What follows belongs to an exercise in optimizing a design on an open flow for small area and a short achievable clock period; a production flow would make more cautious choices.
RTL that was checked went through simulation tests only; none was proved equivalent to the original.
The clock port is modelled as an ideal driver; clocking choices that lean on that would not hold on a real chip.

// simple_cpu
module simple_cpu (clk, rst, instruction, regfile_a, regfile_b, regfile_c, regfile_d);
==> module alu, before the edit <==
module alu (clk, operand_a, operand_b, cin, rlo, rhi, result, lo_next, hi_next);
    input clk;
    input [7:0] operand_a, operand_b;
    input cin;
    input [3:0] rlo;
    input [7:0] rhi;
    output [7:0] result;
    output [3:0] lo_next;
    output [7:0] hi_next;
    wire [7:0] p = operand_a ^ operand_b;
    wire [7:0] g = operand_a & operand_b;
    wire G10 = g[1] | (p[1] & g[0]), P10 = p[1] & p[0];
    wire G32 = g[3] | (p[3] & g[2]), P32 = p[3] & p[2];
    wire G54 = g[5] | (p[5] & g[4]), P54 = p[5] & p[4];
    wire G64 = g[6] | (p[6] & G54),  P64 = p[6] & P54;
    wire G52 = G54 | (P54 & G32),    P52 = P54 & P32;
    wire G62 = G64 | (P64 & G32),    P62 = P64 & P32;
    wire [7:0] c;
    assign c[0] = cin;
    assign c[1] = g[0] | (p[0] & cin);
    assign c[2] = G10 | (P10 & cin);
    assign c[3] = g[2] | (p[2] & c[2]);
    assign c[4] = G32 | (P32 & c[2]);
    assign c[5] = g[4] | (p[4] & c[4]);
    assign c[6] = G52 | (P52 & c[2]);
    assign c[7] = G62 | (P62 & c[2]);
    wire [7:0] sum = p ^ c;
    reg [7:5] result_hi;
    always @(posedge clk)
        result_hi <= sum[7:5];
    assign result = {result_hi,
                     rhi[4] | rhi[5] | rhi[6] | rhi[7],
                     rhi[2] | rhi[3] | rhi[6] | rhi[7],
                     rhi[1] | rhi[3] | rhi[5] | rhi[7],
                     rlo[2] | rlo[3],
                     rlo[1] | rlo[3]};
    wire [1:0] s_lo = sum[1:0];
    assign lo_next = 4'b0001 << s_lo;
    wire [2:0] s0 = operand_a[4:2] + operand_b[4:2];
    wire [7:0] d0 = 8'b00000001 << s0;
    wire [7:0] d1 = {d0[6:0], d0[7]};
    assign hi_next = c[2] ? d1 : d0;
endmodule
==> module reg_mem, before the edit <==
module reg_mem (lo_next, hi_next, data_in, wen, clk, data_out, rlo, rhi);
    input [3:0] lo_next;
    input [7:0] hi_next;
    input [7:0] data_in;
    input wen;
    input clk;
    output reg [7:0] data_out;
    reg [255:0] mem_bits;
    output reg [3:0] rlo;
    output reg [7:0] rhi;
    wire [7:0] rd [0:32];
    assign rd[0] = 8'd0;
    always @(posedge clk) begin
        rlo <= lo_next;
        rhi <= hi_next;
    end
    genvar k;
    generate
        for (k = 0; k < 32; k = k + 1) begin : word
            wire hit = rlo[k % 4] & rhi[k / 4];
            always @(posedge clk)
                if (wen & hit)
                    mem_bits[8*k +: 8] <= data_in;
            assign rd[k+1] = rd[k] | ({8{hit}} & mem_bits[8*k +: 8]);
        end
    endgenerate
    always @(posedge clk)
        data_out <= wen ? 8'd0 : rd[32];
endmodule
==> module CU, before the edit <==
module CU (clk, rst, instr, result, data_out, operand1, operand_b, store_data,
           alu_cin, w_r, regfile_a, regfile_b, regfile_c, regfile_d);
    input clk, rst;
    input [19:0] instr;
    input [7:0] result, data_out;
    output reg [7:0] operand1, operand_b, store_data;
    output reg alu_cin, w_r;
    output reg [7:0] regfile_a, regfile_b, regfile_c, regfile_d;
    reg s_reset, s_decode, s_execute, s_mem, s_wb;
    reg sel1;
    reg [7:0] regfile [0:3];
    wire [1:0] t = instr[19:18];
    wire is_std = ~t[1] & t[0];
    wire is_load = t[1] & ~t[0];
    wire is_store = t[1] & t[0];
    wire ld_any = ~s_reset;
    wire ld_std = ~s_reset & ~s_mem;
    wire load = t[1] ? ld_any : (t[0] & ld_std);
    wire [7:0] x1 = regfile[instr[17:16]];
    wire [7:0] x2 = regfile[instr[15:14]];
    wire [7:0] x3 = regfile[instr[13:12]];
    wire op_ok = ~s_reset & (instr[3:1] == 3'b000);
    wire s_reset_nx = rst | (s_reset & (t == 2'b00));
    wire sel1_nx = s_reset ? 1'b0 : (load ? is_std : sel1);
    wire [7:0] result2 = sel1 ? result : data_out;
    wire wb = s_wb & (is_std | is_load);
    always @(posedge clk) begin
        if (load | s_reset) begin
            operand1 <= op_ok ? (is_store ? x1 : x2) : 8'd0;
            operand_b <= op_ok ? ((is_std ? x3 : instr[11:4]) ^ {8{instr[0]}}) : 8'd0;
            alu_cin <= op_ok & instr[0];
        end
        if (load)
            store_data <= x2;
        sel1 <= sel1_nx;
        if (rst | s_reset)
            w_r <= 1'b0;
        else if (load)
            w_r <= is_store;
        if (s_reset) begin
            regfile[0] <= 8'd0;
            regfile[1] <= 8'd1;
            regfile[2] <= 8'd2;
            regfile[3] <= 8'd3;
        end else if (wb)
            regfile[instr[17:16]] <= result2;
        if (rst) begin
            regfile_a <= 8'd0;
            regfile_b <= 8'd0;
            regfile_c <= 8'd0;
            regfile_d <= 8'd0;
        end else if (s_execute) begin
            regfile_a <= regfile[0];
            regfile_b <= regfile[1];
            regfile_c <= regfile[2];
            regfile_d <= regfile[3];
        end
        s_reset <= s_reset_nx;
        s_decode <= ~rst & ((s_reset & (t != 2'b00)) | (s_mem & is_store) | s_wb);
        s_execute <= ~rst & s_decode;
        s_mem <= ~rst & s_execute & ~is_std;
        s_wb <= ~rst & ((s_execute & is_std) | (s_mem & ~is_store));
    end
endmodule
==> module simple_cpu, before the edit <==
module simple_cpu (clk, rst, instruction, regfile_a, regfile_b, regfile_c, regfile_d);
    input clk, rst;
    input [19:0] instruction;
    output [7:0] regfile_a, regfile_b, regfile_c, regfile_d;
    wire [7:0] operand1, operand_b, store_data, result, data_out;
    wire [3:0] lo_next;
    wire [7:0] hi_next;
    wire [3:0] rlo;
    wire [7:0] rhi;
    wire alu_cin, w_r;
    alu alu1 (clk, operand1, operand_b, alu_cin, rlo, rhi, result, lo_next, hi_next);
    reg_mem data_memory (lo_next, hi_next, store_data, w_r, clk, data_out, rlo, rhi);
    CU CU1 (clk, rst, instruction, result, data_out, operand1, operand_b, store_data,
            alu_cin, w_r, regfile_a, regfile_b, regfile_c, regfile_d);
endmodule
Settings: LEC_CHECK=0, ABC_AREA=0, CAP_MARGIN=20, CORE_MARGIN=2, CORE_UTILIZATION=70, SETUP_SLACK_MARGIN=2.5, SLEW_MARGIN=20, TNS_END_PERCENT=10; clock period 4.0 ns.
standard.sh (not shown) runs the stock make flow with config.mk's settings and CLKGATE_MAP_FILE= SYNTH_SCRIPT=/design/flow/synth_recipe.tcl, a recipe that flattens the netlist after the stock synthesis.
==> flow/flow/run.sh <==
#!/bin/bash
# The standard ORFS layout (standard.sh) with:
# - port buffers of buf_2 instead of the resizer's default delay cell;
# - CTS without dummy loads, built from clkbuf_8 in sink clusters of 16;
# - timing repair allowed to change a cell's footprint when sizing;
# - no full/half-adder cell extraction in synthesis (ABC maps the adder);
# - after CTS and after global routing, greedy gate sizing on the worst path
#   (post_cts.tcl, post_grt.tcl, gsize.tcl).
# Each tool's log stays under orfs/logs; make's own output goes to flow.log.
set -euo pipefail
export BUFFER_PORTS_ARGS="-buffer_cell sky130_fd_sc_hd__buf_2"
export CTS_ARGS="-sink_clustering_enable -repair_clock_nets -dont_use_dummy_load -buf_list sky130_fd_sc_hd__clkbuf_8 -sink_clustering_size 16 -sink_clustering_max_diameter 40"
export POST_CTS_TCL="$PWD/flow/post_cts.tcl"
export POST_GLOBAL_ROUTE_TCL="$PWD/flow/post_grt.tcl"
bash standard.sh MATCH_CELL_FOOTPRINT=0 ADDER_MAP_FILE= finish > flow.log 2>&1
Other scripts of this flow, unchanged in this note and not shown: flow/flow/gsize.tcl, flow/flow/post_cts.tcl, flow/flow/post_grt.tcl
Change:
--- a/flow/design.v
+++ b/flow/design.v
@@ -1,10 +1,8 @@
-module alu (clk, operand_a, operand_b, cin, rlo, rhi, result, lo_next, hi_next);
+module alu (clk, operand_a, operand_b, cin, en, result, lo_next, hi_next);
     input clk;
     input [7:0] operand_a, operand_b;
-    input cin;
-    input [3:0] rlo;
-    input [7:0] rhi;
-    output [7:0] result;
+    input cin, en;
+    output reg [7:0] result;
     output [3:0] lo_next;
     output [7:0] hi_next;
     wire [7:0] p = operand_a ^ operand_b;
@@ -25,23 +23,16 @@
     assign c[6] = G52 | (P52 & c[2]);
     assign c[7] = G62 | (P62 & c[2]);
     wire [7:0] sum = p ^ c;
-    reg [7:5] result_hi;
     always @(posedge clk)
-        result_hi <= sum[7:5];
-    assign result = {result_hi,
-                     rhi[4] | rhi[5] | rhi[6] | rhi[7],
-                     rhi[2] | rhi[3] | rhi[6] | rhi[7],
-                     rhi[1] | rhi[3] | rhi[5] | rhi[7],
-                     rlo[2] | rlo[3],
-                     rlo[1] | rlo[3]};
+        result <= en ? sum : 8'd0;
     wire [1:0] s_lo = sum[1:0];
-    assign lo_next = 4'b0001 << s_lo;
+    assign lo_next = en ? (4'b0001 << s_lo) : 4'b0001;
     wire [2:0] s0 = operand_a[4:2] + operand_b[4:2];
     wire [7:0] d0 = 8'b00000001 << s0;
     wire [7:0] d1 = {d0[6:0], d0[7]};
-    assign hi_next = c[2] ? d1 : d0;
+    assign hi_next = en ? (c[2] ? d1 : d0) : 8'b00000001;
 endmodule
-module reg_mem (lo_next, hi_next, data_in, wen, clk, data_out, rlo, rhi);
+module reg_mem (lo_next, hi_next, data_in, wen, clk, data_out);
     input [3:0] lo_next;
     input [7:0] hi_next;
     input [7:0] data_in;
@@ -49,8 +40,8 @@
     input clk;
     output reg [7:0] data_out;
     reg [255:0] mem_bits;
-    output reg [3:0] rlo;
-    output reg [7:0] rhi;
+    reg [3:0] rlo;
+    reg [7:0] rhi;
     wire [7:0] rd [0:32];
     assign rd[0] = 8'd0;
     always @(posedge clk) begin
@@ -71,12 +62,12 @@
         data_out <= wen ? 8'd0 : rd[32];
 endmodule
 module CU (clk, rst, instr, result, data_out, operand1, operand_b, store_data,
-           alu_cin, w_r, regfile_a, regfile_b, regfile_c, regfile_d);
+           alu_cin, alu_en, w_r, regfile_a, regfile_b, regfile_c, regfile_d);
     input clk, rst;
     input [19:0] instr;
     input [7:0] result, data_out;
     output reg [7:0] operand1, operand_b, store_data;
-    output reg alu_cin, w_r;
+    output reg alu_cin, alu_en, w_r;
     output reg [7:0] regfile_a, regfile_b, regfile_c, regfile_d;
     reg s_reset, s_decode, s_execute, s_mem, s_wb;
     reg sel1;
@@ -91,20 +82,22 @@
     wire [7:0] x1 = regfile[instr[17:16]];
     wire [7:0] x2 = regfile[instr[15:14]];
     wire [7:0] x3 = regfile[instr[13:12]];
-    wire op_ok = ~s_reset & (instr[3:1] == 3'b000);
     wire s_reset_nx = rst | (s_reset & (t == 2'b00));
     wire sel1_nx = s_reset ? 1'b0 : (load ? is_std : sel1);
     wire [7:0] result2 = sel1 ? result : data_out;
     wire wb = s_wb & (is_std | is_load);
     always @(posedge clk) begin
-        if (load | s_reset) begin
-            operand1 <= op_ok ? (is_store ? x1 : x2) : 8'd0;
-            operand_b <= op_ok ? ((is_std ? x3 : instr[11:4]) ^ {8{instr[0]}}) : 8'd0;
-            alu_cin <= op_ok & instr[0];
+        if (load) begin
+            operand1 <= is_store ? x1 : x2;
+            operand_b <= (is_std ? x3 : instr[11:4]) ^ {8{instr[0]}};
+            store_data <= x2;
+            alu_cin <= instr[0];
         end
-        if (load)
-            store_data <= x2;
         sel1 <= sel1_nx;
+        if (s_reset)
+            alu_en <= 1'b0;
+        else if (load)
+            alu_en <= (instr[3:1] == 3'b000);
         if (rst | s_reset)
             w_r <= 1'b0;
         else if (load)
@@ -142,11 +135,9 @@
     wire [7:0] operand1, operand_b, store_data, result, data_out;
     wire [3:0] lo_next;
     wire [7:0] hi_next;
-    wire [3:0] rlo;
-    wire [7:0] rhi;
-    wire alu_cin, w_r;
-    alu alu1 (clk, operand1, operand_b, alu_cin, rlo, rhi, result, lo_next, hi_next);
-    reg_mem data_memory (lo_next, hi_next, store_data, w_r, clk, data_out, rlo, rhi);
+    wire alu_cin, alu_en, w_r;
+    alu alu1 (clk, operand1, operand_b, alu_cin, alu_en, result, lo_next, hi_next);
+    reg_mem data_memory (lo_next, hi_next, store_data, w_r, clk, data_out);
     CU CU1 (clk, rst, instruction, result, data_out, operand1, operand_b, store_data,
-            alu_cin, w_r, regfile_a, regfile_b, regfile_c, regfile_d);
+            alu_cin, alu_en, w_r, regfile_a, regfile_b, regfile_c, regfile_d);
 endmodule
Result:
- The new run completed without violations
- sequential share of layout area rose by 0.45 points
- critical path depth does not change
- global-route usage fell by 0.56 points
- die area rose slightly
- cell area rose slightly
Function not checked in the first run of this note: the RTL went through the layout flow alone.

-- afterwards: timing with drivers on the ports --
Ports are ideal in the flow. The routed layouts listed here were re-timed in OpenROAD. Step 1, drivers: a clkbuf_16 drives clk and a buf_2 each remaining input, both assumed. Step 2, shift: input delay + t, output delay - t, t = (earliest + latest rising clock arrival at the registers) / 2. This alone moves slack from input paths to output paths. Three values: ideal ports, drivers, drivers and shift; two values: the first two.
| run | shift t [ns] | setup slack, ns | worst setup path at the end |
|---|---|---|---|
| the first run | 0.607 | 1.957 / 1.957 / 1.751 | input to register |
| the second run | 0.569 | 2.183 / 2.160 / 1.705 | input to register |
After both steps every run listed still meets setup and hold. The setup slack of the second run, which loses most, moves by -0.023 ns with the drivers and by -0.478 ns with both steps.
